This design comes from an exercise in tuning for small area on the open sky130 flow, not from production work.
Function was checked by simulation only, so behaviour that the tests miss may differ from the original.
No activity file was given, so power comes from the tool's default toggle rates.

File: flow/config.mk
export PLATFORM = sky130hd
export DESIGN_NAME = top
export DESIGN_NICKNAME = top
export VERILOG_FILES = /design/flow/design.v
export SDC_FILE = /design/flow/constraint.sdc
export NUM_CORES = 4
export LEC_CHECK = 0
export CAP_MARGIN = 20
export CORE_MARGIN = 2
export CORE_UTILIZATION = 40
export PLACE_DENSITY = 0.6
export SLEW_MARGIN = 20
File: flow/constraint.sdc
create_clock -name core_clock -period 12.0 [get_ports {clk}]
set_input_delay 2.4000 -clock core_clock [delete_from_list [all_inputs] [get_ports {clk}]]
set_output_delay 2.4000 -clock core_clock [all_outputs]
set_load 0.01 [all_outputs]
File: flow/design.v
module baud_tick_gen(
	input clk, reset, enable,
	output tick);
parameter clk_freq = 12000000;
parameter baud = 115200;
parameter oversampling = 1;
function integer log2(input integer v); begin log2=0; while(v >> log2) log2 = log2 + 1; end endfunction
localparam acc_width = log2(clk_freq / baud) + 8;  
reg [acc_width:0] acc;
localparam shiftlimiter = log2((baud * oversampling) >> (31 - acc_width));  
localparam inc = ((baud * oversampling << (acc_width - shiftlimiter)) + (clk_freq >> (shiftlimiter + 1))) / (clk_freq >> shiftlimiter);  
always @(posedge clk) if (reset) acc <= 0; else if (enable) acc <= acc[acc_width-1:0] + inc[acc_width:0]; else acc <= inc[acc_width:0];
assign tick = acc[acc_width];
endmodule
module uart_rx(
	input clk,
	input reset,
	input rx,
	output reg rx_ready,
	output reg [7:0] rx_data,  
	output rx_idle,  
	output reg rx_eop  
);
parameter clk_freq = 12000000;
parameter baud = 115200;
parameter oversampling = 8;  
localparam
	IDLE      = 4'b0000,
	BIT_START = 4'b0001,
	BIT0      = 4'b1000,
	BIT1      = 4'b1001,
	BIT2      = 4'b1010,
	BIT3      = 4'b1011,
	BIT4      = 4'b1100,
	BIT5      = 4'b1101,
	BIT6      = 4'b1110,
	BIT7      = 4'b1111,
	BIT_STOP  = 4'b0010;
reg [3:0] rx_state;
wire os_tick;
baud_tick_gen #(clk_freq, baud, oversampling) tickgen(.clk(clk), .reset(reset), .enable(1'b1), .tick(os_tick));
reg [1:0] rx_sync;
always @(posedge clk) if (reset) rx_sync <= 2'b11; else if(os_tick) rx_sync <= {rx_sync[0], rx};
reg [1:0] filter_cnt;
reg rx_bit;
always @(posedge clk)
	if (reset) begin
		filter_cnt <= 2'b11;
		rx_bit <= 1'b1;
	end else if(os_tick) begin
		if((rx_sync[1] == 1'b1) && (filter_cnt != 2'b11)) filter_cnt <= filter_cnt + 1'd1;
		if((rx_sync[1] == 1'b0) && (filter_cnt != 2'b00)) filter_cnt <= filter_cnt - 1'd1;
		if(filter_cnt == 2'b11) rx_bit <= 1'b1;
		else 
		if(filter_cnt == 2'b00) rx_bit <= 1'b0;
	end
function integer log2(input integer v); begin log2 = 0; while(v >> log2) log2 = log2 + 1; end endfunction
localparam l2o = log2(oversampling);
reg [l2o-2:0] os_cnt;
always @(posedge clk) if (reset) os_cnt <= 0; else if(os_tick) os_cnt <= (rx_state == IDLE) ? 1'd0 : os_cnt + 1'd1;
wire sample_now = os_tick && (os_cnt == ((oversampling / 2) - 1));
always @(posedge clk)
	if (reset) rx_state <= IDLE; else
	case(rx_state)
		IDLE:      if(~rx_bit) rx_state <= BIT_START;
		BIT_START: if(sample_now) rx_state <= BIT0;
		BIT0:      if(sample_now) rx_state <= BIT1;
		BIT1:      if(sample_now) rx_state <= BIT2;
		BIT2:      if(sample_now) rx_state <= BIT3;
		BIT3:      if(sample_now) rx_state <= BIT4;
		BIT4:      if(sample_now) rx_state <= BIT5;
		BIT5:      if(sample_now) rx_state <= BIT6;
		BIT6:      if(sample_now) rx_state <= BIT7;
		BIT7:      if(sample_now) rx_state <= BIT_STOP;
		BIT_STOP:  if(sample_now) rx_state <= IDLE;
		default:   rx_state <= IDLE;
	endcase
always @(posedge clk) begin
	if(sample_now && rx_state[3]) begin
		rx_data <= {rx_bit, rx_data[7:1]};
	end
end
always @(posedge clk)
begin
	if (reset) rx_ready <= 1'b0; else
	rx_ready <= (sample_now && (rx_state == BIT_STOP) && rx_bit);  
end
reg [l2o+1:0] gap_cnt;
always @(posedge clk)
	if (reset || rx_state != IDLE) 
		gap_cnt <= 0;
	else
		if(os_tick & ~gap_cnt[l2o+1]) gap_cnt <= gap_cnt + 1'd1;
assign rx_idle = gap_cnt[l2o+1];
always @(posedge clk) if (reset) rx_eop <= 1'b0; else rx_eop <= os_tick & ~gap_cnt[l2o+1] & &gap_cnt[l2o:0];
endmodule
module uart_tx(
	input clk,
	input reset,
	input tx_start,
	input [7:0] tx_data,
	output tx,
	output tx_busy);
parameter clk_freq = 12000000;
parameter baud = 115200;
wire bit_tick;
baud_tick_gen #(clk_freq, baud) tickgen(.clk(clk), .reset(reset), .enable(tx_busy), .tick(bit_tick));
localparam
	IDLE      = 4'b0000,  
	BIT_START = 4'b0100,  
	BIT0      = 4'b1000,  
	BIT1      = 4'b1001,  
	BIT2      = 4'b1010,  
	BIT3      = 4'b1011,  
	BIT4      = 4'b1100,  
	BIT5      = 4'b1101,  
	BIT6      = 4'b1110,  
	BIT7      = 4'b1111,  
	BIT_STOP1 = 4'b0010,  
	BIT_STOP2 = 4'b0011;  
reg [3:0] tx_state;
wire tx_ready = (tx_state == 0);
assign tx_busy = ~tx_ready;
reg [7:0] tx_shift;
always @(posedge clk)
if (reset) begin
	tx_shift <= 0;
	tx_state <= IDLE;
end else begin
	if (tx_ready & tx_start)
		tx_shift <= tx_data;
	else
	if (tx_state[3] & bit_tick)
		tx_shift <= (tx_shift >> 1);
	case (tx_state)
		IDLE:      if(tx_start) tx_state <= BIT_START;
		BIT_START: if(bit_tick) tx_state <= BIT0;
		BIT0:      if(bit_tick) tx_state <= BIT1;
		BIT1:      if(bit_tick) tx_state <= BIT2;
		BIT2:      if(bit_tick) tx_state <= BIT3;
		BIT3:      if(bit_tick) tx_state <= BIT4;
		BIT4:      if(bit_tick) tx_state <= BIT5;
		BIT5:      if(bit_tick) tx_state <= BIT6;
		BIT6:      if(bit_tick) tx_state <= BIT7;
		BIT7:      if(bit_tick) tx_state <= BIT_STOP1;
		BIT_STOP1: if(bit_tick) tx_state <= BIT_STOP2;
		BIT_STOP2: if(bit_tick) tx_state <= IDLE;
		default:   if(bit_tick) tx_state <= IDLE;
	endcase
end
assign tx = (tx_state < 4) | (tx_state[3] & tx_shift[0]);
endmodule
`default_nettype none
module control #(
	parameter FREQ = 28125000,
	parameter BAUD = 115200,
	parameter DOUT_WIDTH = 64,
	parameter DIN_WIDTH = 64
) (
	input clk, reset,
	input uart_rx,
	output uart_tx,
	output reg strobe,
	output reg [DOUT_WIDTH-1:0] dout,
	input [DIN_WIDTH-1:0] din
);
	localparam DOUT_NIBBLES = (DOUT_WIDTH + 3) / 4;
	localparam DIN_NIBBLES = (DIN_WIDTH + 3) / 4;
	reg [DOUT_NIBBLES*4 - 1 : 0] dout_sr;
	wire [DIN_NIBBLES*4 - 1 : 0] din_pad = {{(DIN_NIBBLES*4 - DIN_WIDTH){1'b0}}, din};
	wire uart_rx_ready;
	wire [7:0] uart_rx_data;
	reg [1:0] shift_out_state;
	reg [15:0] shift_out_ctr;
	reg [7:0] uart_tx_data;
	reg uart_tx_valid;
	wire uart_tx_busy;
	always @(posedge clk) begin
		strobe <= 1'b0;
		if (uart_rx_ready) begin
			if (uart_rx_data[7:4] == 4'h4)  
				dout_sr <= {dout_sr[DOUT_NIBBLES*4 - 5 : 0], uart_rx_data[3:0]};
			else if (uart_rx_data == 8'h6F) begin  
				shift_out_ctr <= 16'hFFFF;
				shift_out_state <= 1;
				strobe <= 1'b1;
			end
		end
		if (shift_out_state == 1) begin
			uart_tx_valid <= 1'b1;
			shift_out_state <= 2;
		end else if (shift_out_state == 2) begin
			uart_tx_valid <= 1'b0;
			shift_out_state <= 3;
		end else if (shift_out_state == 3) begin
			if (!uart_tx_busy) begin
				shift_out_ctr <= shift_out_ctr + 1'b1;
				if (shift_out_ctr < DIN_NIBBLES || &shift_out_ctr)
					shift_out_state <= 1;
				else
					shift_out_state <= 0;
			end
		end
		dout <= dout_sr;
		uart_tx_data <= &shift_out_ctr ? 8'h07 : {4'h4, (shift_out_ctr < DIN_NIBBLES) ? din_pad[shift_out_ctr * 4 +: 4] : 4'h0};
		if (reset) begin
			dout <= 0;
			dout_sr <= 0;
			shift_out_ctr <= 0;
			shift_out_state <= 1'b0;
			uart_tx_data <= 0;
			uart_tx_valid <= 0;
			strobe <= 1'b0;
		end
	end
    uart_rx #(
        .clk_freq(FREQ),
        .baud(BAUD)
    ) uart_rx_i (
        .clk(clk),
        .reset(reset),
        .rx(uart_rx),
        .rx_ready(uart_rx_ready),
        .rx_data(uart_rx_data)
    );
    uart_tx #(
        .clk_freq(FREQ),
        .baud(BAUD)
    ) uart_tx_i (
        .clk(clk),
        .reset(reset),
        .tx_start(uart_tx_valid),
        .tx_data(uart_tx_data),
        .tx_busy(uart_tx_busy),
        .tx(uart_tx)
    );
endmodule
module dut(
	input a_signed, b_signed,
	input [34:0] a,
	input [29:0] b,
	output [64:0] z
);
	assign z = a * b;
endmodule
module top(input clk, input gsrn, uart_rx, output uart_tx, output [3:0] led);
	wire strobe;
	reg reset;
	always @(posedge clk)
		reset <= !gsrn;
	localparam DOUT_WIDTH = 67;
	localparam DIN_WIDTH = 65;
	wire [66:0] dut_din;
	wire [64:0] dut_dout;
	dut dut_i (.a(dut_din[0 +: 35]),
	    .a_signed(dut_din[35 +: 1]),
	    .b(dut_din[36 +: 30]),
	    .b_signed(dut_din[66 +: 1]),
	    .z(dut_dout[0 +: 65]));
	control #(
		.FREQ(28125000),
		.BAUD(921600),
		.DOUT_WIDTH(DOUT_WIDTH),
		.DIN_WIDTH(DIN_WIDTH)
	) ctrl_i (
		.clk(clk),
		.reset(reset),
		.uart_rx(uart_rx),
		.uart_tx(uart_tx),
		.strobe(strobe),
		.dout(dut_din),
		.din(dut_dout)
	);
	reg [15:0] led_ctr;
	always @(posedge clk)
		if (reset) led_ctr <= 0;
		else led_ctr <= led_ctr + 1'b1;
	assign led = ~{reset, ~uart_tx, ~uart_rx, led_ctr[15]};
endmodule
File: flow/run.sh
#!/bin/bash
# synth_recipe.tcl (not shown) runs the flow's synth.tcl, then flattens the netlist and writes it again
# the make line also repeats each setting of config.mk as NAME=value (left out here)
make -C /OpenROAD-flow-scripts/flow DESIGN_CONFIG=/design/flow/config.mk WORK_HOME=/design/flow/orfs CLKGATE_MAP_FILE= SYNTH_SCRIPT=/design/flow/synth_recipe.tcl finish
==> impl_metrics.env <==
export IMPL_min_path_type="reg2reg"
export IMPL_drt_vias_per_instance=5.09
export IMPL_drt_total_wl_microns=111000
export IMPL_die_w_microns=332
export IMPL_synth_top_family_by_area="adder cells"
export IMPL_p_leak_nw=21.5
export IMPL_crit_buf_inv=2
export IMPL_hold_buffers=0
export IMPL_worst_pin_slew_ns=1.14
export IMPL_cts_buffer_depth=3
export IMPL_fin_area_sq_mm=0.0453
export IMPL_grt_use_total_pct=20.9
export IMPL_timing_fmax_mhz=117
export IMPL_cts_resized_gates=0
export IMPL_ff2ff_path_depth=23
export IMPL_async_flop_share_pct=0
export IMPL_dp_slack_ns=3.51
export IMPL_yosysWarningCount=6
export IMPL_syn_area_sq_mm=0.0431
export IMPL_synthAdderAreaFrac_pct=50.4
export IMPL_cts_tree="built"
export IMPL_timing_hold_ws_ns=0.450
export IMPL_ctsHtreeMaxLevel=1
export IMPL_drv_slew=0
export IMPL_routabilityCongestion=0.946
export IMPL_cts_made_buffers=24
export IMPL_synth_seq_cells=230
export IMPL_rows=120
export IMPL_cpMostUsedCell="fa_1"
export IMPL_multiInputGateArea_sq_mm=0.0335
export IMPL_reg2reg_to="ctrl_i.uart_tx_data[2]"
export IMPL_period_needed_ns=8.55
export IMPL_clk_pin_slew_ns=0.07
export IMPL_critPathCaptureType="register"
export IMPL_clk_latency_ns=0.53
export IMPL_drive_gt1_share_pct=3.16
export IMPL_slew_headroom_pct=24.1
export IMPL_regArea_sq_mm=0.00469
export IMPL_whs_endpoint="led_ctr[0]"
export IMPL_synth_simple_area_share_pct=19.0
export IMPL_ys_flop_type="dfxtp_1"
export IMPL_final_util_pct=42.3
export IMPL_status="complete, no violations"
export IMPL_synth_edf_count=8
export IMPL_finalCritPeriodShare_pct=71.3
export IMPL_syn_inst=4935
export IMPL_peakVddDrop_v=0.000108
export IMPL_cp_required_ns=12.38
export IMPL_place_area_sq_mm=0.0444
export IMPL_postCtsSetupBuffers=0
export IMPL_rsz0062_at_grt="no"
export IMPL_start_util_pct=40.3
export IMPL_antenna_found_initial=2
export IMPL_antenna_left=0
export IMPL_fin_nets=5945
export IMPL_final_hold_violation_count=0
export IMPL_path_cells="buf_4 > nand2_1 > fa_1 > fa_1 > fa_1 > fa_1 > fa_1 > fa_1 > fa_1 > fa_1 > inv_1 > ha_1 > a211oi_1 > o21ai_1 > a41oi_2 > nor2_1 > nor3_2 > o211ai_1 > a221oi_2 > o31ai_1 > xor2_1 > a221oi_2 > o32ai_2"
export IMPL_overflow=0
export IMPL_core_sq_mm=0.107
export IMPL_synth_mux_area_fraction_pct=0.357
export IMPL_grt_max_degree=76
export IMPL_drc=0
export IMPL_synth_xor_area_share_pct=1.62
export IMPL_areaGrowthSynthToFinish_pct=5.07
export IMPL_p_per_area_mw_per_mm2=40.5
export IMPL_crit_type="reg2reg"
export IMPL_drtIter0Drc=1827
export IMPL_dp_hpwl_microns=85800
export IMPL_grt_pass1_vias=34212
export IMPL_grt_pass1_wl_microns=186000
export IMPL_num_io_pins=8
export IMPL_r2r_setup_slack_ns=3.45
export IMPL_setup_violations=0
export IMPL_start_kind="register"
export IMPL_worstHoldStart="led_ctr[0]"
export IMPL_cp_slowest_stage_delay_ns=0.73
export IMPL_num_vias=31451
export IMPL_timing_setup_tns_ns=0
export IMPL_synth_compound_area_share_pct=6.33
export IMPL_cts_sinks=230
export IMPL_cp_top_family="adder cells"
export IMPL_syn_area_per_cell_sq_um=8.74
export IMPL_dr_pass1_iters=5
export IMPL_cts_root_buf="clkbuf_16"
export IMPL_fin_ws_ns=3.45
export IMPL_crit_arrival_ns=8.93
export IMPL_r2r_start="ctrl_i.dout[54]"
export IMPL_drv_cap=0
export IMPL_synth_seq_area_share_pct=10.9
export IMPL_fillers=10564
export IMPL_drt_wirelength_per_cell_microns=17.9
export IMPL_syn_nets=6123
export IMPL_slowest_stage="dfxtp_1"
export IMPL_ys_types=90
export IMPL_numPortBuffers=7
export IMPL_hold_depth=1
export IMPL_dieArea_sq_mm=0.110
export IMPL_chipHeight_microns=332
export IMPL_cp_max_fo=29
export IMPL_final_setup_skew_ns=0.0206
flip-flops by register name, indices dropped and copies added (netlist names), 2 cells and up:
signal and count:
ctrl_i.uart_tx_data 5, ctrl_i.uart_rx_i.rx_sync 2, ctrl_i.uart_tx_i.tx_shift 7, ctrl_i.shift_out_ctr 16
ctrl_i.uart_rx_i.rx_data 8, ctrl_i.uart_tx_i.tickgen.acc 12, ctrl_i.shift_out_state 2, ctrl_i.uart_rx_i.tickgen.acc 14
ctrl_i.uart_tx_i.tx_state 4, ctrl_i.uart_rx_i.os_cnt 3, ctrl_i.uart_rx_i.rx_state 4, ctrl_i.dout_sr 66
ctrl_i.dout 65, ctrl_i.uart_rx_i.filter_cnt 2, led_ctr 16
cells by family after synthesis:
group | after synthesis
and+or+nand+nor | 1693
AOI/OAI and AO/OA | 426
DFF | 230
buffers and inverters | 1306
xor gates and xnor gates | 80
adders and majority gates | 1185
muxes | 15
worst reg2reg max path: stages, from the launching register on:
cell and delay [ns]:
dfxtp_1 0.73, buf_4 0.59, nand2_1 0.18, fa_1 0.58, fa_1 0.45, fa_1 0.50
fa_1 0.61, fa_1 0.45, fa_1 0.52, fa_1 0.48, fa_1 0.51, inv_1 0.04
ha_1 0.37, a211oi_1 0.32, o21ai_1 0.15, a41oi_2 0.28, nor2_1 0.08, nor3_2 0.23
o211ai_1 0.19, a221oi_2 0.43, o31ai_1 0.16, xor2_1 0.17, a221oi_2 0.27, o32ai_2 0.13
per-layer routing:
| metal | wire, microns | global-route usage (%) | up-vias |
|---|---|---|---|
| met1 | 48300 | 28.0 | 16224 |
| met3 | 5770 | 2.19 | 146 |
| met5 | 0 | 0 | - |
| li1 | - | - | 14318 |
| met4 | 3450 | 5.99 | 0 |
| met2 | 53100 | 35.7 | 763 |
report_power, final:
part / total (mW) / switching [mW] / internal [mW]
Combinational: 0.179 / 0.114 / 0.0655
Sequential: 0.828 / 0.0369 / 0.791
Clock: 0.826 / 0.317 / 0.509
Total: 1.83 / 0.468 / 1.37
how the worst max path moves through the flow:
stage	start	end	slack (ns)	cells after the start
after floorplan	ctrl_i.dout[42]	ctrl_i.uart_tx_data[1]	4.54	30
after global placement	ctrl_i.dout[42]	ctrl_i.uart_tx_data[1]	3.62	29
after detailed placement	ctrl_i.dout[42]	ctrl_i.uart_tx_data[0]	3.51	27
after CTS	ctrl_i.dout[21]	ctrl_i.uart_tx_data[2]	3.48	26
after global routing	ctrl_i.dout[42]	ctrl_i.uart_tx_data[0]	2.96	29
final	ctrl_i.dout[54]	ctrl_i.uart_tx_data[2]	3.45	23
placed cells by master (no fill, tap or decap), types with 69 or more instances in the layout:
| cell type | n |
|---|---|
| nand2_1 | 809 |
| dfxtp_1 | 219 |
| nor2_1 | 150 |
| fa_1 | 920 |
| a21oi_1 | 186 |
| ha_1 | 265 |
| buf_4 | 75 |
| nor2b_1 | 69 |
| inv_1 | 1019 |
| and2_1 | 478 |
cell usage after synthesis (all sizes together), types with 9 or more instances:
| cell type | n | area (sq um) |
|---|---|---|
| inv | 1019 | 3820 |
| fa | 920 | 18400 |
| nand2 | 810 | 3040 |
| and2 | 479 | 3000 |
| clkbuf | 267 | 1000 |
| ha | 265 | 3320 |
| dfxtp | 222 | 4440 |
| a21oi | 187 | 940 |
| nor2 | 151 | 567 |
| o21ai | 76 | 395 |
| nor2b | 69 | 432 |
| nand3 | 50 | 250 |
| xnor2 | 49 | 429 |
| xor2 | 31 | 272 |
| a21o | 30 | 225 |
| nand4 | 30 | 224 |
| nor3 | 30 | 165 |
| and3 | 24 | 150 |
| buf | 19 | 97.6 |
| a311oi | 12 | 111 |
| mux2i | 12 | 120 |
| a211oi | 11 | 87.6 |
| nor4 | 11 | 83.8 |
| o211ai | 10 | 80.1 |
| nand2b | 9 | 56.3 |
| o31ai | 9 | 81.3 |
stage by stage:
| stage | total power [mW] | std cells |
|---|---|---|
| after CTS | 1.85 | 6177 |
| after global placement | 1.02 | 6134 |
| after floorplan | 0.968 | 4935 |
| after detailed placement | 1.02 | 6134 |
| after global routing | 1.91 | 6177 |
| final | 1.83 | 6179 |
final cells by class:
cell class / count / share of cell area (%)
Antenna cell: 2 / 0.0110
Inverter: 1020 / 8.45
Tap cell: 1403 / 3.87
Clock inverter: 12 / 0.445
Clock buffer: 31 / 1.50
Timing Repair Buffer: 82 / 1.40
Multi-Input combinational cell: 3399 / 74.0
Sequential cell: 230 / 10.4

-- afterwards: timing with drivers on the ports --
Ports are ideal in the flow. The routed layout listed here was re-timed in OpenROAD. Step 1: set_driving_cell puts a clkbuf_16 on clk and a buf_2 on each other input, an assumption about the parent block. Step 2 times the ports against the registers' clock, not the clock port: input delays grow and output delays shrink by t, the midpoint of the rising clock arrivals with the driver on. a / b / c = no drivers / after step 1 / after step 2; a / b = the first two.
shift t [ns]: 0.571
setup WS [ns]: 3.450 / 3.450 / 3.450
slew at the worst register clock pin (ns): 0.07 / 0.07
After both steps setup and hold are still met in this run. For this run, drivers alone change the setup slack by 0.000 ns; drivers and shift together by 0.000 ns.
